Background: an optimization exercise with open tools, aiming at small area, a short achievable clock period and few clock cycles. Do not read the settings as production practice. In this exercise RTL edits were held to simulation tests only and were not proved equivalent to the original. No activity file was given, so power comes from the tool's default toggle rates.

$ cat design/flow/run.sh
#!/bin/bash
# synth_recipe.tcl (not shown) runs the flow's synth.tcl, then flattens the netlist and writes it again
# the make line also repeats each setting of config.mk as NAME=value (left out here)
make -C /OpenROAD-flow-scripts/flow DESIGN_CONFIG=/design/flow/config.mk WORK_HOME=/design/flow/orfs CLKGATE_MAP_FILE= SYNTH_SCRIPT=/design/flow/synth_recipe.tcl finish
$ cat design/flow/config.mk
export PLATFORM = sky130hd
export DESIGN_NAME = lampFPU_top
export DESIGN_NICKNAME = lampFPU_top
export VERILOG_FILES = /design/flow/design.v
export SDC_FILE = /design/flow/constraint.sdc
export NUM_CORES = 4
export LEC_CHECK = 0
export ABC_AREA = 1
export CAP_MARGIN = 20
export CORE_MARGIN = 2
export CORE_UTILIZATION = 40
export SETUP_SLACK_MARGIN = 5
export SLEW_MARGIN = 20
$ cat design/flow/constraint.sdc
create_clock -name core_clock -period 15.0 [get_ports {clk}]
set_input_delay 3.0000 -clock core_clock [delete_from_list [all_inputs] [get_ports {clk}]]
set_output_delay 3.0000 -clock core_clock [all_outputs]
set_load 0.01 [all_outputs]
$ cat design/flow/design.v
package lampFPU_pkg;
	parameter LAMP_FLOAT_DW		=	16;
	parameter LAMP_FLOAT_S_DW 	=	1;
	parameter LAMP_FLOAT_E_DW 	=	8;
	parameter LAMP_FLOAT_F_DW 	=	7;
	parameter LAMP_INTEGER_DW	=	32;
	parameter LAMP_INTEGER_S_DW	=	1;
	parameter LAMP_INTEGER_F_DW	=	31;
	parameter LAMP_FLOAT_E_BIAS	=	(2 ** (LAMP_FLOAT_E_DW - 1)) - 1;
	parameter LAMP_FLOAT_E_MAX	=	(2 ** LAMP_FLOAT_E_DW) - 1;
	parameter INF				=	15'h7f80;
	parameter ZERO				=	15'h0000;
	parameter SNAN				=	15'h7fbf;
	parameter QNAN				=	15'h7fc0;
	parameter PLUS_INF			=	16'h7f80;
	parameter MINUS_INF			=	16'hff80;
	parameter PLUS_ZERO			=	16'h0000;
	parameter MINUS_ZERO		=	16'h8000;
	parameter INF_E_F			=	15'b111111110000000;  
	parameter SNAN_E_F			=	15'b111111110111111;  
	parameter QNAN_E_F			=	15'b111111111000000;  
	parameter ZERO_E_F			=	15'b000000000000000;  
	parameter LAMP_APPROX_DW	=	4;
	parameter LAMP_PREC_DW		=	8;
	parameter LAMP_APPROX_MULS	=	$clog2 ((LAMP_FLOAT_DW+1)/LAMP_APPROX_DW);
	typedef enum logic
	{
		FPU_RNDMODE_NEAREST		=	'd0,
		FPU_RNDMODE_TRUNCATE	=	'd1
	} rndModeFPU_t;
	typedef enum logic[3:0]
	{
		FPU_IDLE	= 4'd0,
		FPU_I2F		= 4'd1,
		FPU_F2I		= 4'd2,
		FPU_ADD		= 4'd3,
		FPU_SUB		= 4'd4,
		FPU_MUL		= 4'd5,
		FPU_DIV		= 4'd6,
		FPU_EQ		= 4'd7,
		FPU_LT		= 4'd8,
		FPU_LE		= 4'd9,
		FPU_SQRT    = 4'd10,
		FPU_INVSQRT = 4'd11
	} opcodeFPU_t;
endpackage
	localparam logic [127:0] DIVR_B0 = 128'h00000000000000000000000000000000;
	localparam logic [127:0] DIVR_B1 = 128'h00000000000000000000000000000000;
	localparam logic [127:0] DIVR_B2 = 128'h00000000000000000000000000000000;
	localparam logic [127:0] DIVR_B3 = 128'h00aaaa00aaaa00aa00aa00aa0000aaaa;
	localparam logic [127:0] DIVR_B4 = 128'h00666600666600660066006600006666;
	localparam logic [127:0] DIVR_B5 = 128'h001e1eaa1e1e001eaa1e001eaa001e1e;
	localparam logic [127:0] DIVR_B6 = 128'h00fe0166ab54005466fe00fe6600abfe;
	localparam logic [127:0] DIVR_B7 = 128'h0001ff1e66cdaa981eab00541eaa99fe;
	localparam logic [127:0] DIVR_B8 = 128'h00aaaafe4b6966e0ab660067ab6687fe;
	localparam logic [127:0] DIVR_B9 = 128'h00666654738e1e55cce1aa87661e2a54;
	localparam logic [127:0] DIVR_B10 = 128'h001e1ecdd6a5ab66f0e066524bfe6667;
	localparam logic [127:0] DIVR_B11 = 128'haaab54969b36338700e01e3126ab4b87;
	localparam logic [127:0] DIVR_B12 = 128'h6666cdb2496d6952aa4aab5a4b338c07;
	localparam logic [127:0] DIVR_B13 = 128'h1e1e3c71c71ce73199d99936d9695aad;
	localparam logic [127:0] DIVR_B14 = 128'h01fe03f03f03e0f0783878f1c718c663;
	localparam logic [127:0] DIVR_B15 = 128'h0001fff000ffe00ff807f80fc0f83e1f;
	localparam logic [127:0] DIVR_B16 = 128'h0000000fffffe00007fff8003ff801ff;
	localparam logic [127:0] DIVR_B17 = 128'h0000000000001ffffffff8000007ffff;
	localparam logic [127:0] DIVR_B18 = 128'h0000000000000000000007ffffffffff;
	localparam logic [127:0] DIVR_B19 = 128'hffffffffffffffffffffffffffffffff;
	localparam logic [511:0] SQRT_B0 = 512'hfffffffffffffffffffffffffffffffceffffffffffefffffffbfeffffffffffffffffffffbffefffffffffffffffffcffffffffffdffffffffffdffffffffff;
	localparam logic [511:0] SQRT_B1 = 512'h4b4b5ad5aad55554ab52d24d998e3c0026664c9b24da49696b56aa5552a94b6cb696d2d2d2d6b4ad6a56ad56aa55555655555556aab55ab56a5294b496db6db2;
	localparam logic [511:0] SQRT_B2 = 512'hc738c63399cccccd99364924b4a56aaa1e1e3c78e3c638e718ce66333664d92538e71ce31ce738ce7398ce67339999989999999b33266cd9b364d926db6db6db;
	localparam logic [511:0] SQRT_B3 = 512'h3f07c1f0783c3c3c78f1c71c739ce66601fe03f81fc1f81f07c1e1f0f1e3c71c3f07e0fc1f07c0f07c1f0f87c3e1e1e0e1e1e1e3c3c78f1e3c78e1c71c71c71c;
	localparam logic [511:0] SQRT_B4 = 512'hff003ff007fc03fc07f03f03f07c1e1e0001fff8003ff800ffc01ff00fe03f03c007ff001ff800ff801ff007fc01fe00fe01fe03fc07f01fc07f01f81f81f81f;
	localparam logic [511:0] SQRT_B5 = 512'h00fffff00003fffc000fff000ffc01fe00000007fffff800003ffff0001fff000007ffffe00000ffffe00007fffe0000fffe0003fff8001fff8001ffe001ffe0;
	localparam logic [511:0] SQRT_B6 = 512'hfffffff000000003ffffff000003fffe00000000000007fffffffff0000000fffff80000000000fffffffff800000000fffffffc0000001ffffffe000001ffff;
	localparam logic [511:0] SQRT_B7 = 512'hfffffff000000000000000fffffffffe00000000000000000000000fffffffffffffffffffffff000000000000000000ffffffffffffffe0000000000001ffff;
	localparam logic [511:0] SQRT_B8 = 512'h0000000ffffffffffffffffffffffffe0000000000000000000000000000000000000000000000000000000000000000fffffffffffffffffffffffffffe0000;
	localparam logic [511:0] SQRT_B9 = 512'hfffffffffffffffffffffffffffffffe0000000000000000000000000000000000000000000000000000000000000000ffffffffffffffffffffffffffffffff;
import lampFPU_pkg::*;
module lampFPU_top (
	clk, rst,
	flush_i, padv_i,
	opcode_i, rndMode_i, op1_i, op2_i,
	result_o, isResultValid_o, isReady_o
);
	localparam logic [127:0] DIVR_B0 = 128'h00000000000000000000000000000000;
	localparam logic [127:0] DIVR_B1 = 128'h00000000000000000000000000000000;
	localparam logic [127:0] DIVR_B2 = 128'h00000000000000000000000000000000;
	localparam logic [127:0] DIVR_B3 = 128'h00aaaa00aaaa00aa00aa00aa0000aaaa;
	localparam logic [127:0] DIVR_B4 = 128'h00666600666600660066006600006666;
	localparam logic [127:0] DIVR_B5 = 128'h001e1eaa1e1e001eaa1e001eaa001e1e;
	localparam logic [127:0] DIVR_B6 = 128'h00fe0166ab54005466fe00fe6600abfe;
	localparam logic [127:0] DIVR_B7 = 128'h0001ff1e66cdaa981eab00541eaa99fe;
	localparam logic [127:0] DIVR_B8 = 128'h00aaaafe4b6966e0ab660067ab6687fe;
	localparam logic [127:0] DIVR_B9 = 128'h00666654738e1e55cce1aa87661e2a54;
	localparam logic [127:0] DIVR_B10 = 128'h001e1ecdd6a5ab66f0e066524bfe6667;
	localparam logic [127:0] DIVR_B11 = 128'haaab54969b36338700e01e3126ab4b87;
	localparam logic [127:0] DIVR_B12 = 128'h6666cdb2496d6952aa4aab5a4b338c07;
	localparam logic [127:0] DIVR_B13 = 128'h1e1e3c71c71ce73199d99936d9695aad;
	localparam logic [127:0] DIVR_B14 = 128'h01fe03f03f03e0f0783878f1c718c663;
	localparam logic [127:0] DIVR_B15 = 128'h0001fff000ffe00ff807f80fc0f83e1f;
	localparam logic [127:0] DIVR_B16 = 128'h0000000fffffe00007fff8003ff801ff;
	localparam logic [127:0] DIVR_B17 = 128'h0000000000001ffffffff8000007ffff;
	localparam logic [127:0] DIVR_B18 = 128'h0000000000000000000007ffffffffff;
	localparam logic [127:0] DIVR_B19 = 128'hffffffffffffffffffffffffffffffff;
	localparam logic [511:0] SQRT_B0 = 512'hfffffffffffffffffffffffffffffffceffffffffffefffffffbfeffffffffffffffffffffbffefffffffffffffffffcffffffffffdffffffffffdffffffffff;
	localparam logic [511:0] SQRT_B1 = 512'h4b4b5ad5aad55554ab52d24d998e3c0026664c9b24da49696b56aa5552a94b6cb696d2d2d2d6b4ad6a56ad56aa55555655555556aab55ab56a5294b496db6db2;
	localparam logic [511:0] SQRT_B2 = 512'hc738c63399cccccd99364924b4a56aaa1e1e3c78e3c638e718ce66333664d92538e71ce31ce738ce7398ce67339999989999999b33266cd9b364d926db6db6db;
	localparam logic [511:0] SQRT_B3 = 512'h3f07c1f0783c3c3c78f1c71c739ce66601fe03f81fc1f81f07c1e1f0f1e3c71c3f07e0fc1f07c0f07c1f0f87c3e1e1e0e1e1e1e3c3c78f1e3c78e1c71c71c71c;
	localparam logic [511:0] SQRT_B4 = 512'hff003ff007fc03fc07f03f03f07c1e1e0001fff8003ff800ffc01ff00fe03f03c007ff001ff800ff801ff007fc01fe00fe01fe03fc07f01fc07f01f81f81f81f;
	localparam logic [511:0] SQRT_B5 = 512'h00fffff00003fffc000fff000ffc01fe00000007fffff800003ffff0001fff000007ffffe00000ffffe00007fffe0000fffe0003fff8001fff8001ffe001ffe0;
	localparam logic [511:0] SQRT_B6 = 512'hfffffff000000003ffffff000003fffe00000000000007fffffffff0000000fffff80000000000fffffffff800000000fffffffc0000001ffffffe000001ffff;
	localparam logic [511:0] SQRT_B7 = 512'hfffffff000000000000000fffffffffe00000000000000000000000fffffffffffffffffffffff000000000000000000ffffffffffffffe0000000000001ffff;
	localparam logic [511:0] SQRT_B8 = 512'h0000000ffffffffffffffffffffffffe0000000000000000000000000000000000000000000000000000000000000000fffffffffffffffffffffffffffe0000;
	localparam logic [511:0] SQRT_B9 = 512'hfffffffffffffffffffffffffffffffe0000000000000000000000000000000000000000000000000000000000000000ffffffffffffffffffffffffffffffff;
input									clk;
input									rst;
input									flush_i;
input									padv_i;
input			[3:0]					opcode_i;
input									rndMode_i;
input			[LAMP_INTEGER_DW-1:0]	op1_i;
input			[LAMP_FLOAT_DW-1:0]		op2_i;
output	logic	[LAMP_INTEGER_DW-1:0]	result_o;
output	logic							isResultValid_o;
output	logic							isReady_o;
	logic			accept;
	assign accept		= ~isResultValid_o & (opcode_i != FPU_IDLE) & ~flush_i;
	assign isReady_o	= (opcode_i == FPU_IDLE) | isResultValid_o;
	logic			dv_pend;
	logic			isDivOp;
	assign isDivOp		= opcode_i == FPU_DIV;
	always_ff @(posedge clk)
	begin
		if (rst)
		begin
			isResultValid_o	<=	1'b0;
			dv_pend			<=	1'b0;
		end
		else if (isResultValid_o)
			isResultValid_o	<=	~padv_i;
		else if (dv_pend)
		begin
			isResultValid_o	<=	1'b1;
			dv_pend			<=	1'b0;
		end
		else
		begin
			isResultValid_o	<=	accept & ~isDivOp;
			dv_pend			<=	accept & isDivOp;
		end
	end
	logic			s1, s2;
	logic	[7:0]	e1, e2;
	logic	[6:0]	f1, f2;
	logic			isInf1, isDN1, isZ1, isSN1, isQN1, isNaN1;
	logic			isInf2, isDN2, isZ2, isSN2, isQN2, isNaN2;
	logic	[8:0]	E1, E2;		 
	logic	[7:0]	F1, F2;		 
	logic	[2:0]	nlz1, nlz2;
	logic	[7:0]	N1, N2;		 
	function automatic logic [2:0] lzc8(input logic [7:0] x);
		casez (x)
			8'b1???????: lzc8 = 3'd0;
			8'b01??????: lzc8 = 3'd1;
			8'b001?????: lzc8 = 3'd2;
			8'b0001????: lzc8 = 3'd3;
			8'b00001???: lzc8 = 3'd4;
			8'b000001??: lzc8 = 3'd5;
			8'b0000001?: lzc8 = 3'd6;
			8'b00000001: lzc8 = 3'd7;
			default:     lzc8 = 3'd0;
		endcase
	endfunction
	always_comb
	begin
		{s1, e1, f1}	= op1_i[15:0];
		{s2, e2, f2}	= op2_i;
		isInf1	= (&e1) & ~(|f1);
		isDN1	= ~(|e1) & (|f1);
		isZ1	= ~(|op1_i[14:0]);
		isSN1	= (&e1) & ~f1[6] & (|f1[5:0]);
		isQN1	= (&e1) & f1[6];
		isNaN1	= isSN1 | isQN1;
		isInf2	= (&e2) & ~(|f2);
		isDN2	= ~(|e2) & (|f2);
		isZ2	= ~(|op2_i[14:0]);
		isSN2	= (&e2) & ~f2[6] & (|f2[5:0]);
		isQN2	= (&e2) & f2[6];
		isNaN2	= isSN2 | isQN2;
		E1		= {1'b0, e1[7:1], e1[0] | isDN1};
		E2		= {1'b0, e2[7:1], e2[0] | isDN2};
		F1		= {|e1, f1};		 
		F2		= {|e2, f2};
		nlz1	= lzc8(F1);
		nlz2	= lzc8(F2);
		N1		= F1 << nlz1;
		N2		= F2 << nlz2;
	end
	logic	isAdd, isSub, isMul, isDiv, isSqrt, isInvSqrt, isF2i, isI2f, isEq, isLt, isLe;
	assign isI2f		= opcode_i == FPU_I2F;
	assign isF2i		= opcode_i == FPU_F2I;
	assign isAdd		= opcode_i == FPU_ADD;
	assign isSub		= opcode_i == FPU_SUB;
	assign isMul		= opcode_i == FPU_MUL;
	assign isDiv		= opcode_i == FPU_DIV;
	assign isEq			= opcode_i == FPU_EQ;
	assign isLt			= opcode_i == FPU_LT;
	assign isLe			= opcode_i == FPU_LE;
	assign isSqrt		= opcode_i == FPU_SQRT;
	assign isInvSqrt	= opcode_i == FPU_INVSQRT;
	logic			as_gt, as_doSub, as_sticky, as_sInit;
	logic	[8:0]	as_ediff, as_eInit;
	logic	[10:0]	as_rhs, as_rhsSh;
	logic	[11:0]	as_noSh, as_sum, as_fInit;
	logic	[12:0]	as_sum13;
	logic			as_eGt;
	logic			as_specNaN, as_specSign;
	always_comb
	begin
		as_eGt		= E1 > E2;
		as_gt		= as_eGt | ((E1 == E2) & (F1 > F2));
		as_ediff	= as_eGt ? (E1 - E2) : (E2 - E1);
		as_rhs		= as_gt ? {F2, 3'b0} : {F1, 3'b0};
		as_noSh		= as_gt ? {1'b0, F1, 3'b0} : {1'b0, F2, 3'b0};
		as_rhsSh	= as_rhs >> as_ediff;
		case (as_ediff)
			9'd0, 9'd1, 9'd2:	as_sticky = 1'b0;
			9'd3, 9'd4:			as_sticky = as_rhs[3];
			9'd5:				as_sticky = |as_rhs[4:3];
			9'd6:				as_sticky = |as_rhs[5:3];
			9'd7:				as_sticky = |as_rhs[6:3];
			9'd8:				as_sticky = |as_rhs[7:3];
			9'd9:				as_sticky = |as_rhs[8:3];
			default:			as_sticky = |as_rhs[9:3];
		endcase
		as_rhsSh[0]	= as_rhsSh[0] | as_sticky;
		as_doSub	= isSub ^ s1 ^ s2;
		as_sum13	= {as_noSh, 1'b1} + {{1'b0, as_rhsSh} ^ {12{as_doSub}}, as_doSub};
		as_sum		= as_sum13[12:1];
		as_eInit	= as_gt ? E1 : E2;
		as_sInit	= as_gt ? s1 : (s2 ^ isSub);
		as_fInit	= as_doSub ? {1'b0, as_sum[10:0]} : as_sum;
		as_specNaN	= isNaN1 | isNaN2 | (isInf1 & isInf2 & (s1 ^ s2 ^ isSub));
		if (isNaN1)
			as_specSign	= s1;
		else if (isNaN2)
			as_specSign	= s2;
		else if (isInf1 & isInf2 & (s1 ^ s2 ^ isSub))
			as_specSign	= 1'b1;
		else if (isInf1)
			as_specSign	= s1;
		else
			as_specSign	= s2 ^ isSub;
	end
	logic	[9:0]	md_et, md_en;
	logic	[19:0]	md_b;
	logic	[27:0]	md_x;
	logic	[19:0]	dv_r;
	logic	[6:0]	dv_idx;
	assign dv_idx = N2[6:0];
	assign dv_r = {DIVR_B19[dv_idx], DIVR_B18[dv_idx], DIVR_B17[dv_idx], DIVR_B16[dv_idx],
				DIVR_B15[dv_idx], DIVR_B14[dv_idx], DIVR_B13[dv_idx], DIVR_B12[dv_idx],
				DIVR_B11[dv_idx], DIVR_B10[dv_idx], DIVR_B9[dv_idx], DIVR_B8[dv_idx],
				DIVR_B7[dv_idx], DIVR_B6[dv_idx], DIVR_B5[dv_idx], DIVR_B4[dv_idx],
				DIVR_B3[dv_idx], DIVR_B2[dv_idx], DIVR_B1[dv_idx], DIVR_B0[dv_idx]};
	logic	[3:0]	md_nlzs;
	logic	[9:0]	md_kmu, md_kdu;
	logic	[4:0]	md_k;
	always_comb
	begin
		if (dv_pend)
			md_et	= 10'd127 + {1'b0, E1} + nlz2 - nlz1 - {1'b0, E2};
		else
			md_et	= {1'b0, E1} + {1'b0, E2} - 10'd127 - nlz1 - nlz2;
		md_en	= 10'd0 - md_et;
		md_b	= dv_pend ? d_r[19:0] : {12'b0, F2};
		md_x	= F1 * md_b;
		md_nlzs	= nlz1 + nlz2;
		md_kmu	= 10'd142 - {1'b0, E1} - {1'b0, E2};
		md_kdu	= {1'b0, E2} - {1'b0, E1} - nlz2 - 10'd113;
	end
	logic	[9:0]	sq_d;
	logic	[7:0]	sq_epre, sq_e;
	logic	[9:0]	sq_t;
	logic	[8:0]	sq_idx;
	assign sq_idx = {isInvSqrt, E1[0] & ~nlz1[0], N1[6:0]};
	assign sq_t = {SQRT_B9[sq_idx], SQRT_B8[sq_idx], SQRT_B7[sq_idx], SQRT_B6[sq_idx], SQRT_B5[sq_idx],
				SQRT_B4[sq_idx], SQRT_B3[sq_idx], SQRT_B2[sq_idx], SQRT_B1[sq_idx], SQRT_B0[sq_idx]};
	always_comb
	begin
		sq_d	= {1'b0, E1} - nlz1;
		sq_epre	= isInvSqrt ? (8'd190 - sq_d[8:1]) : (8'd64 + sq_d[8:1]);
	end
	logic			fi_isSR;
	logic	[4:0]	fi_sr, fi_sl;
	logic	[34:0]	fi_ext, fi_sh;
	logic			fi_sticky, fi_addOne, fi_sign;
	always_comb
	begin
		fi_sr	= '0;
		fi_sl	= '0;
		fi_isSR	= 1'b0;
		if (E1 < 9'd103)
		begin
			fi_sr	= 5'd31;
			fi_isSR	= 1'b1;
		end
		else if (E1 < 9'd134)
		begin
			fi_sr	= 5'(9'd134 - E1);
			fi_isSR	= 1'b1;
		end
		else if (E1 < 9'd158 || (s1 && E1 == 9'd158 && F1 == 8'h80))
			fi_sl	= 5'(E1 - 9'd134);
		fi_ext	= {24'b0, F1, 3'b0};
		fi_sh	= fi_isSR ? (fi_ext >> fi_sr) : (fi_ext << fi_sl);
		case (fi_sr)
			5'd0, 5'd1:	fi_sticky = 1'b0;
			5'd2:		fi_sticky = fi_sh[3];
			5'd3:		fi_sticky = |fi_sh[4:3];
			5'd4:		fi_sticky = |fi_sh[5:3];
			5'd5:		fi_sticky = |fi_sh[6:3];
			5'd6:		fi_sticky = |fi_sh[7:3];
			5'd7:		fi_sticky = |fi_sh[8:3];
			5'd8:		fi_sticky = |fi_sh[9:3];
			default:	fi_sticky = 1'b0;
		endcase
		fi_addOne	= ~rndMode_i & ((fi_sh[3] & fi_sh[2]) | (fi_sh[2] & fi_sticky));
		fi_sign		= s1 & ~isNaN1;
	end
	logic	cm_eq, cm_lt, cm_res, cm_nan, cm_zz;
	always_comb
	begin
		cm_nan	= isNaN1 | isNaN2;
		cm_zz	= isZ1 & isZ2;
		cm_eq	= ~cm_nan & (cm_zz | (op1_i[15:0] == op2_i));
		cm_lt	= ~cm_nan & ~cm_zz & (
					(s1 & ~s2) |
					(~s1 & ~s2 & (op1_i[14:0] < op2_i[14:0])) |
					(s1 & s2 & (op1_i[14:0] > op2_i[14:0])));
		if (isEq)
			cm_res	= cm_eq;
		else if (isLt)
			cm_res	= cm_lt;
		else
			cm_res	= cm_eq | cm_lt;
	end
	logic			c_as, c_md, c_i2f, c_sq, c_f2i, c_cmp;
	logic			c_as_r, c_md_r, c_i2f_r, c_sq_r, c_f2i_r, c_cmp_r;
	logic			isDiv_r, rnd_r;
	logic			sp, spSign, spZero, spNaN;
	logic			sp_r, spSign_r, spZero_r, spNaN_r;
	logic			s_n, s_r;
	logic	[9:0]	e_n, e_r;
	logic	[31:0]	d_n, d_r;
	logic			md_under, md_zero, md_ge255, md_ge256;
	logic			md_under_r, md_zero_r, md_ge255_r, md_ge256_r;
	logic	[4:0]	md_k_r;
	logic			fi_neg_r, fi_inc_r;
	always_comb
	begin
		c_as	= isAdd | isSub;
		c_md	= isMul | isDiv;
		c_i2f	= isI2f;
		c_sq	= isSqrt | isInvSqrt;
		c_f2i	= isF2i;
		c_cmp	= isEq | isLt | isLe;
		md_under	= dv_pend ? ~md_en[9] : md_et[9];
		md_zero		= md_en > 10'd11;
		if (md_under)
			md_k	= dv_pend ? md_kdu[4:0] : md_kmu[4:0];
		else
			md_k	= dv_pend ? (5'd13 - nlz1) : (5'd14 - md_nlzs);
		md_ge255	= md_et >= 10'd255;
		md_ge256	= md_et >= 10'd256;
		sp		= 1'b0;
		spSign	= 1'b0;
		spZero	= 1'b0;
		spNaN	= 1'b0;
		s_n		= 1'b0;
		e_n		= '0;
		if (c_as)
		begin
			sp		= isInf1 | isInf2 | isNaN1 | isNaN2;
			spSign	= as_specSign;
			spNaN	= as_specNaN;
			s_n		= as_sInit;
			e_n		= {1'b0, as_eInit};
		end
		else if (c_md)
		begin
			sp		= isZ1 | isZ2 | isInf1 | isInf2 | isNaN1 | isNaN2;
			if (isNaN1)
			begin
				spSign	= s1;
				spNaN	= 1'b1;
			end
			else if (isNaN2)
			begin
				spSign	= s2;
				spNaN	= 1'b1;
			end
			else if (isMul)
			begin
				if ((isZ1 & isInf2) | (isInf1 & isZ2))
				begin
					spSign	= 1'b1;
					spNaN	= 1'b1;
				end
				else
				begin
					spSign	= s1 ^ s2;
					spZero	= isZ1 | isZ2;
				end
			end
			else
			begin
				spSign	= s1 ^ s2;
				spNaN	= (isZ1 & isZ2) | (isInf1 & isInf2);
				spZero	= ~spNaN & (isZ1 | isInf2);
			end
			s_n		= s1 ^ s2;
			e_n		= md_et;
		end
		else if (c_sq)
		begin
			sp		= isZ1 | s1 | isInf1 | isNaN1;
			if (isZ1)
			begin
				spSign	= s1;
				spZero	= isSqrt;
			end
			else if (s1)
			begin
				spSign	= 1'b1;
				spNaN	= 1'b1;
			end
			else if (isInf1)
			begin
				spSign	= s1;
				spZero	= isInvSqrt;
			end
			else
			begin
				spSign	= 1'b1;
				spNaN	= 1'b1;
			end
			s_n		= s1;
			e_n		= {2'b0, sq_epre};
		end
		else if (c_i2f)
		begin
			sp		= ~(|op1_i);
			spZero	= 1'b1;
			s_n		= op1_i[31];
		end
		d_n		= ({32{c_as}} & {20'b0, as_fInit})
				| ({32{c_md}} & ((isDiv & ~dv_pend) ? {12'b0, dv_r} : {4'b0, md_x}))
				| ({32{c_sq}} & {22'b0, sq_t})
				| ({32{c_i2f}} & ((op1_i ^ {32{op1_i[31]}}) + {31'b0, op1_i[31]}))
				| ({32{c_f2i}} & fi_sh[34:3])
				| ({32{c_cmp}} & {31'b0, cm_res});
	end
	always_ff @(posedge clk)
	begin
		if (~isResultValid_o)
		begin
			c_as_r		<=	c_as;
			c_md_r		<=	c_md;
			c_i2f_r		<=	c_i2f;
			c_sq_r		<=	c_sq;
			c_f2i_r		<=	c_f2i;
			c_cmp_r		<=	c_cmp;
			isDiv_r		<=	dv_pend;
			rnd_r		<=	rndMode_i;
			sp_r		<=	sp;
			spSign_r	<=	spSign;
			spZero_r	<=	spZero;
			spNaN_r		<=	spNaN;
			s_r			<=	s_n;
			e_r			<=	e_n;
			d_r			<=	d_n;
			md_under_r	<=	md_under;
			md_zero_r	<=	md_zero;
			md_k_r		<=	md_k;
			md_ge255_r	<=	md_ge255;
			md_ge256_r	<=	md_ge256;
			fi_neg_r	<=	fi_sign;
			fi_inc_r	<=	fi_sign ^ fi_addOne;
		end
	end
	logic	[11:0]	as_fi, as_f;
	logic	[8:0]	as_ei, as_e;
	logic	[3:0]	as_lsa;
	always_comb
	begin
		as_fi	= d_r[11:0];
		as_ei	= e_r[8:0];
		casez (as_fi)
			12'b1???????????: as_lsa = 4'd0;
			12'b01??????????: as_lsa = 4'd0;
			12'b001?????????: as_lsa = 4'd1;
			12'b0001????????: as_lsa = 4'd2;
			12'b00001???????: as_lsa = 4'd3;
			12'b000001??????: as_lsa = 4'd4;
			12'b0000001?????: as_lsa = 4'd5;
			12'b00000001????: as_lsa = 4'd6;
			12'b000000001???: as_lsa = 4'd7;
			12'b0000000001??: as_lsa = 4'd8;
			12'b00000000001?: as_lsa = 4'd9;
			12'b000000000001: as_lsa = 4'd10;
			default:          as_lsa = 4'd0;
		endcase
		if (as_fi[11])
		begin
			if (as_ei == 9'd254)
			begin
				as_e	= 9'd255;
				as_f	= '0;
			end
			else
			begin
				as_e	= as_ei + 9'd1;
				as_f	= {1'b0, as_fi[11:1]};
			end
		end
		else if (as_fi[10])
		begin
			as_f	= {as_fi[11:2], as_fi[1] | as_fi[0], 1'b0};
			as_e	= as_ei;
		end
		else if (as_fi == '0)
		begin
			as_e	= '0;
			as_f	= '0;
		end
		else if (as_ei > {5'b0, as_lsa})
		begin
			as_e	= as_ei - as_lsa;
			as_f	= as_fi << as_lsa;
		end
		else
		begin
			as_e	= '0;
			as_f	= as_fi << (as_ei[3:0] - 4'd1);
		end
	end
	logic	[15:0]	md_m, md_msh;
	logic	[29:0]	md_v;
	logic	[9:0]	md_e;
	logic			md_ls, md_st;
	logic	[11:0]	md_fi, md_f;
	logic	[8:0]	md_e9;
	always_comb
	begin
		md_v	= isDiv_r ? {2'b0, d_r[27:0]} : {d_r[15:0], 14'b0};
		md_msh	= 16'(md_v >> md_k_r);
		md_ls	= isDiv_r & ~md_msh[14];
		if (md_under_r)
		begin
			md_m	= md_zero_r ? 16'b0 : md_msh;
			md_e	= '0;
		end
		else if (md_ge255_r & (~md_ls | md_ge256_r))
		begin
			md_m	= '0;
			md_e	= '1;
		end
		else
		begin
			md_m	= md_ls ? {md_msh[14:0], 1'b0} : md_msh;
			md_e	= e_r - md_ls;
		end
		md_st		= |md_m[2:0];
		md_fi		= md_m[15:4];
		md_fi[0]	= md_fi[0] | md_st;
		if (md_fi[11])
		begin
			if (md_e == 10'd254)
			begin
				md_e9	= 9'd255;
				md_f	= '0;
			end
			else
			begin
				md_e9	= md_e[8:0] + 9'd1;
				md_f	= {1'b0, md_fi[11:1]};
			end
		end
		else if (md_e != '0)
		begin
			md_f	= {md_fi[11:2], md_fi[1] | md_fi[0], 1'b0};
			md_e9	= md_e[8:0];
		end
		else if (md_fi[10])
		begin
			md_e9	= '1;
			md_f	= md_fi;
		end
		else
		begin
			md_e9	= '0;
			md_f	= md_fi;
		end
		md_f[1]	= md_f[1] | md_st;
		md_f[0]	= md_st;
	end
	logic	[31:0]	if_norm;
	logic	[4:0]	if_lz;
	function automatic logic [4:0] lzc32(input logic [31:0] x);
		logic [4:0] n;
		n = 5'd31;
		for (int k = 0; k < 32; k++)
			if (x[k])
				n = 5'd31 - k[4:0];
		lzc32 = n;
	endfunction
	always_comb
	begin
		if_lz	= lzc32(d_r);
		if_norm	= d_r << if_lz;
	end
	logic	[7:0]	r_e;
	logic	[8:0]	r_f;			 
	logic			r_up;
	logic	[6:0]	r_frac;
	always_comb
	begin
		if (c_as_r)
		begin
			r_e		= as_e[7:0];
			r_f		= as_f[9:1];
		end
		else if (c_md_r)
		begin
			r_e		= md_e9[7:0];
			r_f		= md_f[9:1];
		end
		else if (c_sq_r)
		begin
			r_e		= e_r[7:0] - d_r[9];
			r_f		= d_r[8:0];
		end
		else
		begin
			r_e		= 8'd158 - if_lz;
			r_f		= {if_norm[30:23], |if_norm[22:0]};
		end
		r_up	= ~rnd_r & r_f[1] & (r_f[0] | r_f[2]);
		if (r_up & ~(&r_f[5:2]))
			r_frac	= {r_f[8:6], r_f[5:2] + 4'd1};
		else
			r_frac	= r_f[8:2];
		if (c_f2i_r)
			result_o	= (d_r ^ {32{fi_neg_r}}) + {31'b0, fi_inc_r};
		else if (c_cmp_r)
			result_o	= {31'b0, d_r[0]};
		else if (sp_r)
			result_o	= {16'b0, spSign_r, {8{~spZero_r}}, spNaN_r, 6'b0};
		else
			result_o	= {16'b0, s_r, r_e, r_frac};
	end
endmodule
==> flow_results.org, run 1 <==
** Status
- The flow ran to the end and the layout has no timing, DRC or antenna violations.

** Clocking
- The tree is rooted in a clkbuf_16.
- Number of hold-repair buffers added at the cts stage :: 0
- Clock-pin slew of the registers on the worst-case setup and hold paths :: approximately 0.070 ns
- Clock tree synthesis inserted a total of 9 buffers.
- TritonCTS built the clock tree.
- Number of buffers on the longest clock path :: 2
- CTS saw 67 sinks.
- In this run the number of H-tree levels came out at 3.
- The later pin in the worst-skew pair is clocked with a latency of 0.37 ns.

** Die
- For this design the top-level I/O count stands at a little over 90.
- The die covers 69700 sq um.
- The die is about 260 um tall.
- Core ar. :: 67000 sq um
- Width of the chip :: ~260 um
- The initialized floorplan defines 95 standard-cell rows.
- Starting Density :: 0.403

** Critical path
- The critical path is of the flip-flop to primary output type.
- In this design, the stage delay of the slowest critical-path cell is 0.58 ns.
- Together, buffers and inverters on the worst path number 10.
- Critical register-to-register path endpoint :: d_r[27]
- Crit path max-delay family :: compound AO/OA/AOI/OAI gates
- Of all nets on the critical path, the largest fanout is 19.
- The most numerous cell type found on the critical path is nand2_1.
- For the worst setup path, the data arrival time is about 6.6 ns.
- CP required :: about 12 ns
- Counting cells, the worst reg-to-reg path comes to a little over 40.
- CP max stage cell :: clkdlybuf4s50_1
- In this run the critical register-to-register path is launched from dv_pend.
- Startpoint of the worst setup timing path :: d_r[10]
- STA classifies the critical path startpoint as a flip-flop.
- The worst setup path is captured at a primary output.
- Register-to-register setup slack :: a little under 8 ns

** Global routing
- Vias in the first global route :: approximately 30000
- Global-route wire length before repair :: roughly 180 mm
- Total congestion overflow after global routing :: 0
- For this run, the total global-route usage over all layers was measured as 0.330.
- The initial antenna violation count was 3.
- Pin count of the biggest net entering global routing :: 67

** Finish
- Largest register FFs :: 32
- Layout filler cell count :: 7414
- For this run, the share of the core covered by cells in the final layout is 0.438.
- Number of nets in the finished design :: approximately 5000
- The register with the most flip-flops in the final layout is d_r.
- Fraction of final layout cells sized beyond drive strength 1 :: 0.0573
- From synthesis to final layout, the design area changed by 8.69%.
- Largest registers ranked by flip-flop count :: d_r (32), e_r (10), md_k_r (5)
- Antenna cells :: 0
- Leaving out filler cells and counting taps, the final layout contains 5481.

** Placement
- OpenSTA, run right after detailed placement, puts the worst setup slack at ~3.8 ns.
- Weighted congestion reported at the end of routability-driven placement :: around 1.0
- Detailed placement ended at an HPWL of approximately 94 mm.
- In this run the tool buffered the top-level ports with 90 buffer cells.
- Including well taps, the total number of placed cells is about 5400.

** STA
- Worst clock skew :: about 0.017 ns
- Min setup slack post-route :: around 5.4 ns
- In the finished design, the share of the clock period the worst path needs comes to 0.637.
- Final-report setup violation count :: 0
- Worst-margin pin slew :: around 1.0 ns
- Min Clock Period, post-route :: roughly 9.6 ns
- Final Hold Vio Count :: 0
- Setup repair after global routing could not meet its margin everywhere.
- Summed over all failing endpoints, the final setup total negative slack is 0 ns.
- Maximum operating frequency :: ~0.10 GHz
- In this run the tightest slew margin relative to its limit is 0.311.
- Final-report max-slew violation count :: 0

** Pwr
- Combinational power share :: 0.775
- Portion of total power attributed to the clock network :: 0.097
- Dividing total power by cell area gives a power density of approximately 85 nW/um^2.
- Static leakage power :: approximately 14 nW
- Worst-case vdd ir drop :: 0.0434 mV
- The design draws 0.00251 W.
- For this design the total switching power over the nets is approximately 0.0015 W.
- Internal power comes to around 0.0010 W.
- The share of total power dissipated in sequential elements is 0.128.
- Of the total power, the share spent switching nets is 0.588.

** Detailed routing
- The pre-antenna-repair detailed-routing pass consisted of 8 iterations.
- Total length of routed wires :: 119 mm
- Once detail routing completed, the nets flagged for antenna violations numbered 0.
- The first routing iteration left between 3000 and 4000 violations.
- The routed layout has 32281 vias.
- In the routed design, unresolved DRC markers number 0.
- Routed wire per std cell :: 21.6 um
- Via density :: between 5 and 6

** Hold path
- The min-delay analysis places its worst path in the category flip-flop to flip-flop.
- Along the worst hold path, the cell count comes to 1.
- Worst hold path startpoint :: isResultValid_o
- Terminating pin of the worst hold path :: isResultValid_o

** Yosys
- Library cells used by synthesis :: 81
- The synthesized design contains between 60 and 70 register bits.
- Total nets after synthesis :: about 5000
- In the synthesized netlist, the number of instances is 4607.
- For this run, the register share of the synthesized area comes to 0.0737.
- For this run, the number of Yosys warnings is 1.
- Mean Syn Cell Area :: between 5 and 6 sq um
- Post-synthesis instance area :: about 27000 sq um
- Most used flip-flop cell after synthesis :: edfxtp_1
- Number of enable-type register cells in the synthesized netlist :: 65
- Counting flops with an async set or reset pin after synthesis yields a share of 0.

** Job
- The tool flagged a number of max-cap violations equal to 0.
how the worst max path moves through the flow:
stage	slack (ns)	cells past startpoint	end
detailed placement	3.83	31	d_r[11]
CTS	4.84	32	d_r[11]
finish	5.45	38	result_o[0]
global route	4.91	35	d_r[11]
floorplan	5.82	42	d_r[27]
global placement	3.97	31	d_r[11]
placed cells by master, fill, tap and decap left out, types with 17 or more instances in the layout:
master / n
o21ai_1: 46
nand3_1: 274
nor2_1: 544
edfxtp_1: 65
nor3_1: 59
xor2_1: 54
a22oi_1: 17
fa_1: 131
buf_4: 84
o221ai_1: 26
o31ai_1: 33
o22ai_1: 32
clkdlybuf4s50_1: 79
inv_2: 35
a21oi_1: 274
o21ai_0: 425
nand2_1: 1044
o211ai_1: 49
nand4_1: 41
ha_1: 191
xnor2_1: 73
inv_1: 624
clkinv_1: 17
nor2_2: 25
a31oi_1: 35
nor4_1: 17
cell usage after synthesis, drive strengths merged (10+ instances only):
| master | instances | area share |
|---|---|---|
| a21oi | 284 | 0.054 |
| nor4 | 19 | 0.0052 |
| o22ai | 32 | 0.0074 |
| nor3 | 66 | 0.014 |
| o211ai | 50 | 0.014 |
| a22oi | 17 | 0.0047 |
| clkbuf | 123 | 0.017 |
| o31ai | 35 | 0.0099 |
| nand3 | 276 | 0.051 |
| edfxtp | 65 | 0.072 |
| mux2i | 14 | 0.0052 |
| inv | 669 | 0.093 |
| o311ai | 21 | 0.0068 |
| buf | 77 | 0.017 |
| nand2 | 1056 | 0.15 |
| a221oi | 14 | 0.0045 |
| xor2 | 54 | 0.017 |
| or2 | 24 | 0.0056 |
| o21ai | 487 | 0.091 |
| fa | 131 | 0.097 |
| nor2 | 573 | 0.082 |
| a32oi | 10 | 0.0032 |
| a2111oi | 11 | 0.0036 |
| nand4 | 42 | 0.010 |
| ha | 192 | 0.089 |
| a211oi | 16 | 0.0046 |
| a31oi | 35 | 0.0081 |
| clkinv | 16 | 0.0022 |
| xnor2 | 73 | 0.024 |
| o21a | 14 | 0.0039 |
| o221ai | 26 | 0.0084 |
cell type report:
cell class	instances	area [sq um]	share of cell area
Clock buffer	9	225	0.00767
Clock inverter	7	92.6	0.00315
Inverter	685	2620	0.0891
Multi-Input combinational cell	3656	21700	0.740
Sequential cell	67	1990	0.0678
Tap cell	873	1090	0.0372
Timing Repair Buffer	180	1610	0.0548
Timing Repair inverter	4	20.0	0.000681
per-stage QoR:
stage	hold WS [ns]	instance area, sq um
final	0.563	29400
after detailed placement	0.553	28600
after global placement	0.546	28600
after CTS	0.558	29000
after floorplan	0.406	27000
after global routing	0.592	29400
power groups by stage:
| stage | registers [W] | logic, W | clock network [W] |
|---|---|---|---|
| after floorplan | 0.000266 | 0.00134 | 0 |
| after global placement | 0.000330 | 0.00183 | 0 |
| after detailed placement | 0.000330 | 0.00183 | 0 |
| after CTS | 0.000321 | 0.00185 | 0.000246 |
| after global routing | 0.000323 | 0.00216 | 0.000251 |
| final | 0.000321 | 0.00195 | 0.000244 |
kinds of logic (layout without fill, tap and decap cells):
group / after synthesis / in the layout / synth area share
and+or+nand+nor: 2073 / 2073 / 0.320
AOI/OAI and AO/OA: 1118 / 1119 / 0.245
buffers and inverters: 885 / 885 / 0.129
adders and majority gates: 323 / 323 / 0.186
xor gates and xnor gates: 127 / 127 / 0.0412
DFF: 67 / 67 / 0.0737
muxes: 14 / 14 / 0.00518
metal layers:
metal	global-route usage	part of all wire	up-vias
met3	0.0356	0.081	309
li1	-	-	15330
met1	0.443	0.42	14951
met4	0.161	0.057	2
met2	0.528	0.44	1689
met5	0	0.00011	-
what timing repair did:
action	CTS	global route
buffers inserted	5	26
pin swaps	1	5
gates resized for setup	15	77
cloned	2	3
setup endpoints to repair	20	24
Testbench counts, summed over its fixed seeds: cycles 20,075.
==> inputs of run 2 (changes only) <==
--- a/design/flow/design.v
+++ b/design/flow/design.v
@@ -253,6 +253,6 @@
 	end
 	logic	[9:0]	md_et, md_en;
-	logic	[19:0]	md_b;
-	logic	[27:0]	md_x;
+	logic	[16:0]	md_b;
+	logic	[24:0]	md_x;
 	logic	[19:0]	dv_r;
 	logic	[6:0]	dv_idx;
@@ -273,5 +273,5 @@
 			md_et	= {1'b0, E1} + {1'b0, E2} - 10'd127 - nlz1 - nlz2;
 		md_en	= 10'd0 - md_et;
-		md_b	= dv_pend ? d_r[19:0] : {12'b0, F2};
+		md_b	= dv_pend ? d_r[16:0] : {9'b0, F2};
 		md_x	= F1 * md_b;
 		md_nlzs	= nlz1 + nlz2;
@@ -455,5 +455,5 @@
 		end
 		d_n		= ({32{c_as}} & {20'b0, as_fInit})
-				| ({32{c_md}} & ((isDiv & ~dv_pend) ? {12'b0, dv_r} : {4'b0, md_x}))
+				| ({32{c_md}} & ((isDiv & ~dv_pend) ? {15'b0, dv_r[19:3]} : {7'b0, md_x}))
 				| ({32{c_sq}} & {22'b0, sq_t})
 				| ({32{c_i2f}} & ((op1_i ^ {32{op1_i[31]}}) + {31'b0, op1_i[31]}))
@@ -553,5 +553,5 @@
 	always_comb
 	begin
-		md_v	= isDiv_r ? {2'b0, d_r[27:0]} : {d_r[15:0], 14'b0};
+		md_v	= isDiv_r ? {2'b0, d_r[24:0], 3'b0} : {d_r[15:0], 14'b0};
 		md_msh	= 16'(md_v >> md_k_r);
 		md_ls	= isDiv_r & ~md_msh[14];
--- a/design/flow/config.mk
+++ b/design/flow/config.mk
@@ -10,4 +10,4 @@
 export CORE_MARGIN = 2
 export CORE_UTILIZATION = 40
-export SETUP_SLACK_MARGIN = 5
+export SETUP_SLACK_MARGIN = 0
 export SLEW_MARGIN = 20
==> flow_results.org, run 2 <==
** Status
- Result of the run :: finished clean

** Placement
- Number of buffers inserted by port buffering :: 90 (unchanged)
- DP HPWL :: 89.2 mm (-4.8%)
- The last weighted congestion value of the routability-driven placer is 1.06 (+2.5%).

** Finish
- The multi-input combinational cell area is 20900 sq um (-3.7%).
- Fraction of final layout cells sized beyond drive strength 1 :: 0.0387 (-0.0186)
- Sequential Area :: 1990 sq um (about the same)
- Number of nets in the finished design :: 4777 (-4.1%)
- Area growth from synthesis to final layout :: 6.72%
- The library cell used most frequently in the layout, excluding fill and tap cells, is nand2_1.
- Layout filler cell count :: 7103 (-4.2%)
- Largest register by flop count :: d_r
- The core occupancy in the finished layout is 0.432 (-0.00612).
- Largest registers ranked by flip-flop count :: d_r (32), e_r (10), md_k_r (5)
- Commonest cells after routing, fill and taps aside :: nand2_1, inv_1, nor2_1
- Largest register FFs :: 32 (unchanged)

** Clocking
- Sink count of the clock tree :: 67 (unchanged)
- The count of cells resized by post-cts repair came to 0 (-15).
- Clock-pin slew of the registers on the worst-case setup and hold paths :: 0.07 ns (about the same)
- Clock tree from TritonCTS :: built
- The number of buffers inserted by post-CTS setup repair came to 0 (-5).
- The quantity of hold-fixing buffers added after cts was 0 (unchanged).
- Number of buffers created by CTS :: 9 (unchanged)
- Clock latency on the worst-skew pair :: 0.37 ns (about the same)
- The number of H-tree levels is 3 (unchanged).
- The cell sitting at the root of the clock tree is a clkbuf_16.
- The deepest clock path buffer count came to 2 (unchanged).

** Yosys
- Most used flip-flop cell after synthesis :: edfxtp_1
- The sequential element share of the synthesized area came to 0.0762 (+0.00248).
- The number of library cell types mapped by synthesis was 74 (-8.6%).
- The number of instances in the synthesized netlist came to 4466 (-3.1%).
- The share of Yosys cell area claimed by the top area cell type is 0.149 (+0.00416).
- Synth Register Bits :: 67 (unchanged)
- Post-synthesis instance area :: 26200 sq um (-3.3%)
- Total nets after synthesis :: 4825 (-3.2%)
- Mean Syn Cell Area :: 5.86 sq um (-0.20%)
- The proportion of synthesized flip-flops having asynchronous set or reset is 0 (unchanged).
- Leading post-synthesis cells by instance count :: nand2_1, inv_1, nor2_1
- Of all cell types, the one taking the most synthesized area is nand2_1.
- Most repeated cell in the gate-level netlist after synthesis :: nand2_1
- The number of synthesis warnings was 1 (unchanged).
- Top cells by area, synth :: nand2_1, ha_1, fa_1
- Number of enable-type register cells in the synthesized netlist :: 65 (unchanged)

** Global routing
- Antenna violations before repair :: 3 (unchanged)
- The largest net degree at the start of global routing came to 67 (unchanged).
- The via count of the first global-routing pass came to 29128 (-2.8%).
- The first-pass GRT wire length was 173 mm (-4.0%).
- The total global-route track usage was 0.329 (-0.00144).
- The total congestion overflow is 0 (unchanged).

** STA
- The accumulated negative setup slack is 0 ns (unchanged).
- The final number of setup-violating endpoints is 0 (unchanged).
- The fmax came to 0.0921 GHz (-12%).
- Final-report max-slew violation count :: 0 (unchanged)
- Worst-margin pin slew :: 1.16 ns (+0.136 ns)
- The share of the clock period used by the worst path came to 0.724 (+0.0872).
- Min Clock Period, post-route :: 10.86 ns (+1.31 ns)
- The worst slew margin relative to its limit came to 0.205 (-0.106).
- RSZ-0062 raised after global routing :: false
- Worst clock skew :: 0.0182 ns (+0.00150 ns)
- Worst hold slack across all endpoints :: 0.553 ns (-0.00988 ns)
- Final Hold Vio Count :: 0 (unchanged)

** Detailed routing
- The antenna violation net count after detailed routing came to 0 (unchanged).
- The number of violations reported at the end of detailed-routing iteration 0 is 3830 (+2.5%).
- Via count :: 31471 (-2.5%)
- Total length of routed wires :: 114 mm (-4.2%)
- The via density per instance came to 5.96 (+1.2%).
- Routed wire per std cell :: 21.5 um (-0.55%)
- Total DRC errors in the routed layout :: 0 (unchanged)
- The first-pass iteration count of the detailed router is 6 (-2).

** Critical path
- Register-to-register setup slack :: 7.77 ns (about the same)
- Startpoint-to-endpoint class of the critical path :: primary input to flip-flop
- The endpoint identified for the worst register-to-register timing path is d_r[24].
- Arrival time at the worst endpoint :: 10.97 ns (+4.42 ns)
- The worst register-to-register path begins at d_r[2].
- Kind of start point of the critical path :: primary input
- CP max stage cell :: clkdlybuf4s50_1
- Crit path max-delay family :: buffers and inverters
- The critical path buffer and inverter count came to 7 (-3).
- STA classifies the critical path endpoint as a flip-flop.
- The largest incremental delay on the critical path was 0.85 ns (+0.27 ns).
- The largest driver fanout on the critical path was 29 (+10).
- Reg2reg path depth :: 33 (-20%)
- CP required :: 15.11 ns (+3.11 ns)

** Pwr
- The fraction of power spent switching nets was 0.594 (+0.00610).
- The sequential fraction of design power is 0.133 (+0.005).
- Worst-case vdd ir drop :: 0.0533 mV (+23%)
- The net switching power was 0.00145 W (-1.6%).
- Internal power consumption :: 0.000992 W (-4.0%)
- Combinational power share :: 0.772 (-0.003)
- Cell area power density :: 87.7 nW/um^2 (+2.6%)
- Portion of total power attributed to the clock network :: 0.096 (about the same)
- Static leakage power :: 12.8 nW (-6.0%)

** Die
- Width of the chip :: 260 um (-1.6%)
- Core ar. :: 64600 sq um (-3.7%)
- Io pins :: 91 (unchanged)
- Starting Density :: 0.405 (+0.00173)
- Y dimension of the die :: 260 um (-1.6%)
- Row Count :: 93 (-2.1%)
- The die area came to 67400 sq um (-3.2%).

** Hold path
- Worst hold path startpoint :: isResultValid_o
- Terminating pin of the worst hold path :: isResultValid_o
- The number of cells on the worst hold path was 1 (unchanged).
- The min-delay analysis places its worst path in the category flip-flop to flip-flop.

** Job
- The number of max-cap violations came to 0 (unchanged).
-- run 2: changes by cell type in the layout (fill, tap and decap cells not counted), sizes merged, moves of 8 or more --
cell / delta
buf: -46
o211ai: +13
nor2: -54
o21ai: -10
a21oi: +9
clkinvlp: -12
inv: -37
o21a: -8
clkdlybuf4s50: +10
nand3: +16
fa: -18
o31ai: -12
o2111ai: +9
-- run 2: final cells by class --
| class | instances | share of cell area |
|---|---|---|
| multi-input cells | 3569 | 0.750 |
| inverters | 637 | 0.0857 |
| flip-flops and latches | 67 | 0.0714 |
| repair buffers | 134 | 0.0439 |
| well taps | 855 | 0.0383 |
| clock buffers | 9 | 0.00807 |
| clock inverters | 7 | 0.00296 |
| diodes | 1 | 0.0000897 |
-- run 2: routing by layer --
metal / vias to the layer above / wire (um) / global-route usage / part of all wire
met4: 0 / 5910 / 0.154 / 0.052
met2: 1695 / 49400 / 0.516 / 0.43
li1: 14850 / - / - / -
met3: 293 / 10500 / 0.0413 / 0.093
met1: 14633 / 47800 / 0.447 / 0.42
met5: - / 0 / 0 / 0
-- run 2: worst max path at each step --
stage	from	to	cells past startpoint
6_report	op1_i[8]	d_r[11]	30
5_1_grt	op1_i[8]	d_r[11]	30
4_1_cts	op1_i[8]	d_r[11]	30
3_5_place_dp	op1_i[8]	d_r[11]	30
3_3_place_gp	op1_i[8]	d_r[11]	30
2_1_floorplan	op1_i[9]	d_r[24]	33
-- run 2: cells by family after synthesis --
logic type | Yosys count | synth area share
fa+ha+maj | 302 | 0.177
buf+inv | 830 | 0.125
mux | 17 | 0.00651
compound gates | 1099 | 0.248
simple gates | 2019 | 0.324
flops | 67 | 0.0762
xor+xnor | 132 | 0.0442
-- run 2: worst register-to-register path: cells and delay by family (launching register included) --
kind,cells,cell delay (ns)
fa+ha+maj,5,2.29
simple gates,10,1.05
compound gates,11,2.03
flops,1,0.83
buf+inv,7,0.76
-- run 2: per-stage QoR --
| stage | setup WS, ns | instances | instance area (sq um) | power [W] |
|---|---|---|---|---|
| CTS | 4.35 | 5278 | 27900 | 0.00239 |
| global placement | 4.18 | 5262 | 27600 | 0.00216 |
| floorplan | 6.26 | 4466 | 26200 | 0.00160 |
| detailed placement | 3.97 | 5262 | 27600 | 0.00215 |
| finish | 4.14 | 5279 | 27900 | 0.00245 |
| global route | 3.65 | 5278 | 27900 | 0.00266 |
-- run 2: power groups by stage --
| stage | logic (W) | registers, W | clock network [W] |
|---|---|---|---|
| 3_5_place_dp | 0.00183 | 0.000323 | 0 |
| 6_report | 0.00189 | 0.000324 | 0.000234 |
| 5_1_grt | 0.00210 | 0.000325 | 0.000239 |
| 3_3_place_gp | 0.00183 | 0.000323 | 0 |
| 4_1_cts | 0.00184 | 0.000319 | 0.000235 |
| 2_1_floorplan | 0.00134 | 0.000264 | 0 |
Testbench counts of run 2, summed over its fixed seeds: cycles 20,075.
==> inputs of run 3 (changes only) <==
--- a/design/flow/config.mk
+++ b/design/flow/config.mk
@@ -9,5 +9,5 @@
 export CAP_MARGIN = 20
 export CORE_MARGIN = 2
-export CORE_UTILIZATION = 40
-export SETUP_SLACK_MARGIN = 0
+export CORE_UTILIZATION = 60
+export SETUP_SLACK_MARGIN = 5
 export SLEW_MARGIN = 20
==> flow_results.org, run 3 <==
** Critical path
- The worst setup path is captured at a primary output.
- The largest driver fanout on the critical path was 14 (-52%).
- The arrival time at the worst endpoint was 6.71 ns (-4.26 ns).
- STA classifies the critical path startpoint as a flip-flop.
- The endpoint identified for the worst register-to-register timing path is d_r[24].
- Register-to-register setup slack :: 7.70 ns (-0.07 ns)
- The most numerous cell type found on the critical path is nand2_1.
- The worst setup path is of the flip-flop to primary output kind.
- The largest incremental delay on the critical path came to 0.81 ns (-0.04 ns).
- CP required :: 12.00 ns (-3.11 ns)
- CP max stage cell :: edfxtp_1
- Reg2reg path depth :: 35 (+6.1%)
- Launch instance of the worst register-to-register path :: d_r[1]

** Detailed routing
- Post-route ant nets :: 0 (unchanged)
- The via count was 32637 (+3.7%).
- Number of search-and-repair iterations in the first detailed-routing pass :: 7 (+1)
- Via density :: 6.50 (+9.0%)
- The number of remaining DRC errors is 0 (unchanged).
- The number of violations reported at the end of detailed-routing iteration 0 is 4907 (+28%).
- The total detailed-routing wirelength was 109 mm (-3.8%).
- Routed wire per std cell :: 21.7 um (+1.1%)

** Global routing
- In this run the most used layer during global routing was met2.
- The via count of the first global-routing pass was 29948 (+2.8%).
- All-layer global routing usage :: 0.471 (+0.142)
- GR met2 Demand/Resource :: 0.739 (+0.223)
- The initial antenna violation count came to 0 (-3).
- The largest net degree at the start of global routing came to 66 (-1.5%).
- The total congestion overflow came to 0 (unchanged).
- Global-route wire length before repair :: 165 mm (-4.5%)
- Fraction of met3 tracks used by global routing :: 0.0972 (+0.0559)
- The global-route met1 utilization came to 0.568 (+0.121).

** Finish
- Largest registers ranked by flip-flop count :: d_r (32), e_r (10), md_k_r (5)
- Number of nets in the finished design :: 4790 (+0.27%)
- In the layout the commonest cells are nand2_1, inv_1, nor2_1.
- Area growth from synthesis to final layout :: 6.30%
- The final non-filler cell area was 27800 sq um (-0.39%).
- Leaving out fill and tap cells, the most frequent cell in the layout is nand2_1.
- Largest register by flop count :: d_r
- The layout cell share with drive strength beyond 1 was 0.0464 (+0.00778).
- Largest register FFs :: 32 (unchanged)

** Placement
- Weighted congestion reported at the end of routability-driven placement :: 1.13 (+6.7%)
- Minimum setup slack after placement :: 4.77 ns (+0.802 ns)
- The placed wire-length estimate after detailed placement is 85.7 mm (-3.9%).
- Area after detailed placement :: 27300 sq um (-1.2%)
- The number of port buffers came to 90 (unchanged).

** Clocking
- The number of buffers created by CTS is 9 (unchanged).
- Sink count of the clock tree :: 67 (unchanged)
- Number of buffers on the longest clock path :: 2 (unchanged)
- Clock-pin slew of the registers on the worst-case setup and hold paths :: 0.06 ns (about the same)
- Number of hold-repair buffers added at the cts stage :: 0 (unchanged)
- CTS placed an instance of clkbuf_16 at the clock tree root.
- TritonCTS built the clock tree.
- Number of levels the H-tree was split into :: 3 (unchanged)
- Clock latency on the worst-skew pair :: 0.35 ns (-0.02 ns)

** STA
- Worst clock skew :: 0.00741 ns (-0.0108 ns)
- Final-report max-slew violation count :: 0 (unchanged)
- Maximum operating frequency :: 0.103 GHz (+12%)
- Tightest slew margin relative to the limit :: 0.210 (+0.00528)
- Accumulated negative setup slack :: 0 ns (unchanged)
- Worst-margin pin slew :: 1.18 ns (+0.0137 ns)
- Final-report setup violation count :: 0 (unchanged)
- Final Hold Vio Count :: 0 (unchanged)
- Setup repair after global routing left no endpoint under its margin.
- Portion of the clock cycle consumed by the worst path in the final layout :: 0.647 (-0.0767)
- The least setup slack across all paths after layout is 5.29 ns (+1.15 ns).
- The final period demand of the worst path came to 9.71 ns (-1.15 ns).
- The worst-case hold slack is 0.661 ns (+0.108 ns).

** Job
- The number of max-cap violations came to 0 (unchanged).

** Die
- The die span in x is 213 um (-18%).
- The total core area came to 43100 sq um (-33%).
- Starting Density :: 0.607 (+0.202)
- The number of top-level pins is 91 (unchanged).
- Row Count :: 76 (-18%)
- The chip height is 213 um (-18%).
- The die area was 45300 sq um (-33%).

** Hold path
- The path with the worst hold slack has its endpoint at isResultValid_o.
- Worst hold path startpoint :: isResultValid_o
- Hold Path Depth :: 2 (+1)
- In this run the worst hold path is classified as flip-flop to flip-flop.

** Yosys
- Synthesized instance count :: 4466 (unchanged)
- The number of synthesized flops with an enable pin came to 65 (unchanged).
- Leading post-synthesis cells by instance count :: nand2_1, inv_1, nor2_1
- Synth Register Bits :: 67 (unchanged)
- Total of warnings raised by yosys :: 1 (unchanged)
- Most used flip-flop cell after synthesis :: edfxtp_1
- Most repeated cell in the gate-level netlist after synthesis :: nand2_1
- Leading area contributor after synthesis :: nand2_1
- The post-synthesis area per instance was 5.86 sq um (unchanged).
- Total nets after synthesis :: 4825 (unchanged)
- Portion of the post-synthesis area used by sequential elements :: 0.0762 (unchanged)
- Async set or reset register ratio after synthesis :: 0 (unchanged)
- The number of library cell types mapped by synthesis was 74 (unchanged).
- Top cells by area, synth :: nand2_1, ha_1, fa_1
- The post-synthesis instance area was 26200 sq um (unchanged).
- Area share of the leading cell type in the synthesized netlist :: 0.149 (unchanged)

** Pwr
- Worst-case vdd ir drop :: 0.0672 mV (+26%)
- Pwr Total :: 0.00246 W (+0.57%)
- The leakage power came to 12.9 nW (+0.87%).
- The power per unit of standard cell area was 88.5 nW/um^2 (+0.97%).

** Status
- The run finished with no timing, DRC or antenna violations.
-- run 3: cell counts after synthesis --
No cell type changed its count.
-- run 3: through the flow --
stage,utilization,std cells
4_1_cts,0.641,5011
3_3_place_gp,0.633,4995
6_report,0.645,5023
2_1_floorplan,-,4466
5_1_grt,0.645,5021
3_5_place_dp,0.633,4995
-- run 3: worst max-delay path: cells and delay by family, from the launching register on --
kind            cells  cell delay (ns)
compound gates      7             1.63
flops               1             0.81
simple gates       14             1.52
mux                 1             0.17
fa+ha+maj           4             0.98
buf+inv             5             1.24
-- run 3: worst max-delay path by stage --
stage | startpoint | endpoint | cells past startpoint
floorplan | op1_i[9] | d_r[24] | 33
global placement | op1_i[9] | d_r[8] | 28
detailed placement | op1_i[11] | d_r[24] | 34
CTS | d_r[9] | result_o[0] | 36
global route | d_r[11] | result_o[2] | 41
finish | d_r[7] | result_o[0] | 31
-- run 3: cell type report --
type                            count  area, sq um
Timing Repair inverter              1         5.00
Sequential cell                    67         1990
Fill cell                        4118        15300
Multi-Input combinational cell   3569        21000
Clock inverter                      6         90.1
Antenna cell                        2         5.00
Tap cell                          585          732
Timing Repair Buffer              146         1340
Clock buffer                       10          229
Inverter                          637         2420
-- run 3: logic make-up (layout without fill, tap and decap cells) --
kind of cell	Yosys count	in the layout	share of synthesized area
adders and majority gates	302	302	0.177
muxes	17	17	0.00651
and+or+nand+nor	2019	2019	0.324
DFF	67	67	0.0762
xor gates and xnor gates	132	132	0.0442
other	0	2	0
buffers and inverters	830	800	0.125
AOI/OAI and AO/OA	1099	1099	0.248
-- run 3: what timing repair did --
item / in CTS / in global routing
pin swaps: 0 / 2
buffers inserted: 0 / 9
gates resized for setup: 1 / 47
cloned: 0 / 1
setup endpoints to repair: 4 / 29
-- run 3: where the power goes --
| group | internal, W | switching (W) |
|---|---|---|
| Sequential | 0.000245 | 0.0000834 |
| Clock | 0.000146 | 0.0000888 |
| Combinational | 0.000625 | 0.00127 |
| Total | 0.00102 | 0.00144 |
-- run 3: routing by layer --
| layer | wire, um | share of wire | up-vias |
|---|---|---|---|
| met1 | 39100 | 0.36 | 14576 |
| met4 | 9940 | 0.091 | 0 |
| met2 | 46500 | 0.43 | 2562 |
| met5 | 0 | 0 | - |
| met3 | 13700 | 0.13 | 625 |
| li1 | - | - | 14874 |
==> inputs of run 4 (changes only) <==
--- a/design/flow/config.mk
+++ b/design/flow/config.mk
@@ -9,5 +9,5 @@
 export CAP_MARGIN = 20
 export CORE_MARGIN = 2
-export CORE_UTILIZATION = 60
+export CORE_UTILIZATION = 40
 export SETUP_SLACK_MARGIN = 5
 export SLEW_MARGIN = 20
==> flow_results.org, run 4 <==
** Status
- The run finished with no timing, DRC or antenna violations.

** STA
- The worst slew margin relative to its limit is 0.220 (+0.0100).
- Worst clock skew :: 0.0181 ns (+0.0107 ns)
- Portion of the clock cycle consumed by the worst path in the final layout :: 0.637 (-0.0103)
- Final-report setup violation count :: 0 (unchanged)
- Maximum operating frequency :: 0.105 GHz (+1.6%)
- Setup repair after global routing could not meet its margin everywhere.
- The max-slew violation count is 0 (unchanged).
- Worst-margin pin slew :: 1.17 ns (-0.00659 ns)
- The accumulated negative setup slack came to 0 ns (unchanged).
- Min Clock Period, post-route :: 9.56 ns (-0.154 ns)
- Final Hold Vio Count :: 0 (unchanged)

** Yosys
- The number of synthesis warnings is 1 (unchanged).
- Mean Syn Cell Area :: 5.86 sq um (unchanged)
- Post-synthesis instance area :: 26200 sq um (unchanged)
- The number of synthesized register bits came to 67 (unchanged).
- Sorting the synthesized cells by area gives the leading types as nand2_1, ha_1, fa_1.
- The number of instances in the synthesized netlist came to 4466 (unchanged).
- The portion of netlist area occupied by mux cells was 0.00651 (unchanged).
- Async set or reset register ratio after synthesis :: 0 (unchanged)
- Share of the synthesized netlist area taken by xor and xnor gates :: 0.0442 (unchanged)
- The number of nets in the synthesized netlist is 4825 (unchanged).
- Adder-cell share of the synthesized area :: 0.177 (unchanged)
- Most used flip-flop cell after synthesis :: edfxtp_1
- Leading area contributor after synthesis :: nand2_1
- Among all cell types in the netlist, the one instantiated most often is nand2_1.
- The post-synthesis simple-gate area fraction came to 0.324 (unchanged).
- Leading post-synthesis cells by instance count :: nand2_1, inv_1, nor2_1
- The number of library cell types mapped by synthesis came to 74 (unchanged).
- Post-synthesis compound-gate area fraction :: 0.248 (unchanged)
- By area, the combinational part of the netlist is dominated by simple AND/OR/NAND/NOR gates.
- Area share of the leading cell type in the synthesized netlist :: 0.149 (unchanged)
- The sequential element share of the synthesized area is 0.0762 (unchanged).
- The number of synthesized flops with an enable pin is 65 (unchanged).

** Clocking
- Number of levels the H-tree was split into :: 3 (unchanged)
- Number of buffers created by CTS :: 9 (unchanged)
- The deepest clock path buffer count is 2 (unchanged).
- Clock-pin slew of the registers on the worst-case setup and hold paths :: 0.06 ns (about the same)
- The root buffer cell chosen for the clock tree is clkbuf_16.
- Clock tree from TritonCTS :: built
- The clock latency on the worst-skew pair came to 0.37 ns (+0.02 ns).
- Sink count of the clock tree :: 67 (unchanged)
- The quantity of hold-fixing buffers added after cts came to 0 (unchanged).

** Finish
- The register cell area after layout is 1990 sq um (unchanged).
- The multi-input combinational cell area came to 21000 sq um (+0.23%).
- The area growth from synthesis to layout is 7.99%.
- Fraction of final layout cells sized beyond drive strength 1 :: 0.0506 (+0.00418)
- Most common library cell in the layout ignoring fill and taps :: nand2_1
- Commonest cells after routing, fill and taps aside :: nand2_1, inv_1, nor2_1
- Largest registers ranked by flip-flop count :: d_r (32), e_r (10), md_k_r (5)
- The final-layout fill cell count came to 7089 (+72%).
- Largest register FFs :: 32 (unchanged)
- The post-route non-filler standard cell count was 5301 (+5.5%).
- Largest register by flop count :: d_r
- The net count reported at finish came to 4799 (+0.19%).

** Detailed routing
- The number of remaining DRC errors came to 0 (unchanged).
- The total detailed-routing wirelength was 114 mm (+4.5%).
- The routed length per placed instance is 21.5 um (-1.0%).
- Number of search-and-repair iterations in the first detailed-routing pass :: 8 (+1)
- Via density :: 5.98 (-7.9%)
- DRT iter0 DRCs :: 3730 (-24%)
- The via count came to 31719 (-2.8%).
- The antenna violation net count after detailed routing came to 0 (unchanged).

** Global routing
- The first-pass GRT wire length came to 173 mm (+4.8%).
- All-layer global routing usage :: 0.329 (-0.142)
- The total congestion overflow is 0 (unchanged).
- Antenna violations before repair :: 3 (+3)
- Pin count of the biggest net entering global routing :: 67 (+1.5%)
- Vias in the first global route :: 29159 (-2.6%)

** Hold path
- The worst hold path belongs to the class flip-flop to flip-flop.

** Critical path
- The worst setup path is launched from a primary input.
- Delay contributed by the slowest stage of the critical path :: 0.56 ns (-0.25 ns)
- Arrival time at the worst endpoint :: 9.75 ns (+3.04 ns)
- The slowest stage of the critical path is the clkdlybuf4s50_1 cell.
- Grouping stages by cell kind, the critical path spends the most delay in adder cells.
- Crit Path Max Fanout :: 9 (-5)
- Startpoint-to-endpoint class of the critical path :: primary input to flip-flop
- Most common cell type on the critical path :: inv_1
- The critical path data required time was 15.19 ns (+3.19 ns).
- The critical path buffer and inverter count is 12 (+7).
- Type of element capturing the critical path :: flip-flop

** Placement
- The post-placement cell count is 5262 (+5.3%).
- The last weighted congestion value of the routability-driven placer came to 1.06 (-6.3%).
- The number of port buffers was 90 (unchanged).
- DP HPWL :: 89.2 mm (+4.1%)

** Die
- The chip height is 260 um (+22%).
- Width of the chip :: 260 um (+22%)
- The die area came to 67400 sq um (+49%).
- The site row count was 93 (+22%).
- The starting utilization of the core area came to 0.405 (-0.202).
- Core ar. :: 64600 sq um (+50%)
- Io pins :: 91 (unchanged)

** Pwr
- Switching power summed over all nets :: 0.00147 W (+1.9%)
- Sequential Power Share :: 0.126 (-0.007)
- The internal portion of total power was 0.00101 W (-0.17%).
- The highest ir drop seen on vdd came to 0.0530 mV (-21%).
- The power per unit of standard cell area was 88.1 nW/um^2 (-0.54%).
- Switching share of total power :: 0.592 (+0.00492)
- The relative contribution of the clock network to total power came to 0.094 (-0.002).
- The combinational fraction of design power came to 0.780 (+0.009).
- The final total power is 0.00249 W (+1.0%).
- The leakage power is 13.0 nW (+0.39%).

** Job
- # Max-Cap Violations :: 0 (unchanged)
[run 4: cell types whose count changed in the layout (fill, tap and decap cells not counted), sizes merged]
cell	before	now
clkinv	18	16
clkinvlp	8	9
clkbuf	11	12
buf	56	65
clkdlybuf4s50	85	83
diode	2	1
inv	616	619
bufinv	2	1
[run 4: final timing paths]
check | from | to | slack [ns] | cells past startpoint
worst min register to register | isResultValid_o | isResultValid_o | 0.55 | 1
worst max register to register | d_r[3] | d_r[21] | 7.92 | 28
worst min-delay path | isResultValid_o | isResultValid_o | 0.55 | 1
worst max-delay path | op2_i[11] | md_k_r[1] | 5.44 | 32
[run 4: power groups by stage]
stage               Clock, W  Sequential [W]  Combinational (W)
global placement           0        0.000323            0.00183
detailed placement         0        0.000323            0.00183
CTS                 0.000235        0.000319            0.00184
finish              0.000233        0.000314            0.00194
global route        0.000239        0.000315            0.00215
floorplan                  0        0.000264            0.00134
[run 4: cell type report]
class | instances | area share
diodes | 1 | 0.0000886
clock buffers | 9 | 0.00798
clock inverters | 7 | 0.00292
inverters | 637 | 0.0856
multi-input cells | 3569 | 0.745
flip-flops and latches | 67 | 0.0705
well taps | 855 | 0.0379
repair buffers | 155 | 0.0500
repair inverters | 1 | 0.000177
[run 4: repair_timing]
action | CTS | global route
gates resized for setup | 6 | 54
pin swaps | 0 | 2
gates cloned | 0 | 1
endpoints found under the setup margin | 24 | 35
buffers inserted | 0 | 21
[run 4: cells by family after synthesis]
logic type                 Yosys count
AOI/OAI and AO/OA                 1099
xor gates and xnor gates           132
adders and majority gates          302
buffers and inverters              830
DFF                                 67
muxes                               17
and+or+nand+nor                   2019
[run 4: routing by layer]
metal  vias up  GRT usage  part of all wire
met5         -          0                 0
met4         0      0.155             0.050
met3       295     0.0427             0.089
met2      1692      0.515              0.44
met1     14823      0.448              0.42
li1      14909          -                 -
[run 4: through the flow]
step | utilization | area (sq um) | hold WS (ns) | setup slack (ns)
after detailed placement | 0.427 | 27600 | 0.546 | 3.97
after CTS | 0.432 | 27900 | 0.555 | 5.00
final | 0.437 | 28200 | 0.553 | 5.44
after global placement | 0.427 | 27600 | 0.542 | 4.18
after floorplan | - | 26200 | 0.510 | 6.26
after global routing | 0.437 | 28200 | 0.585 | 4.98
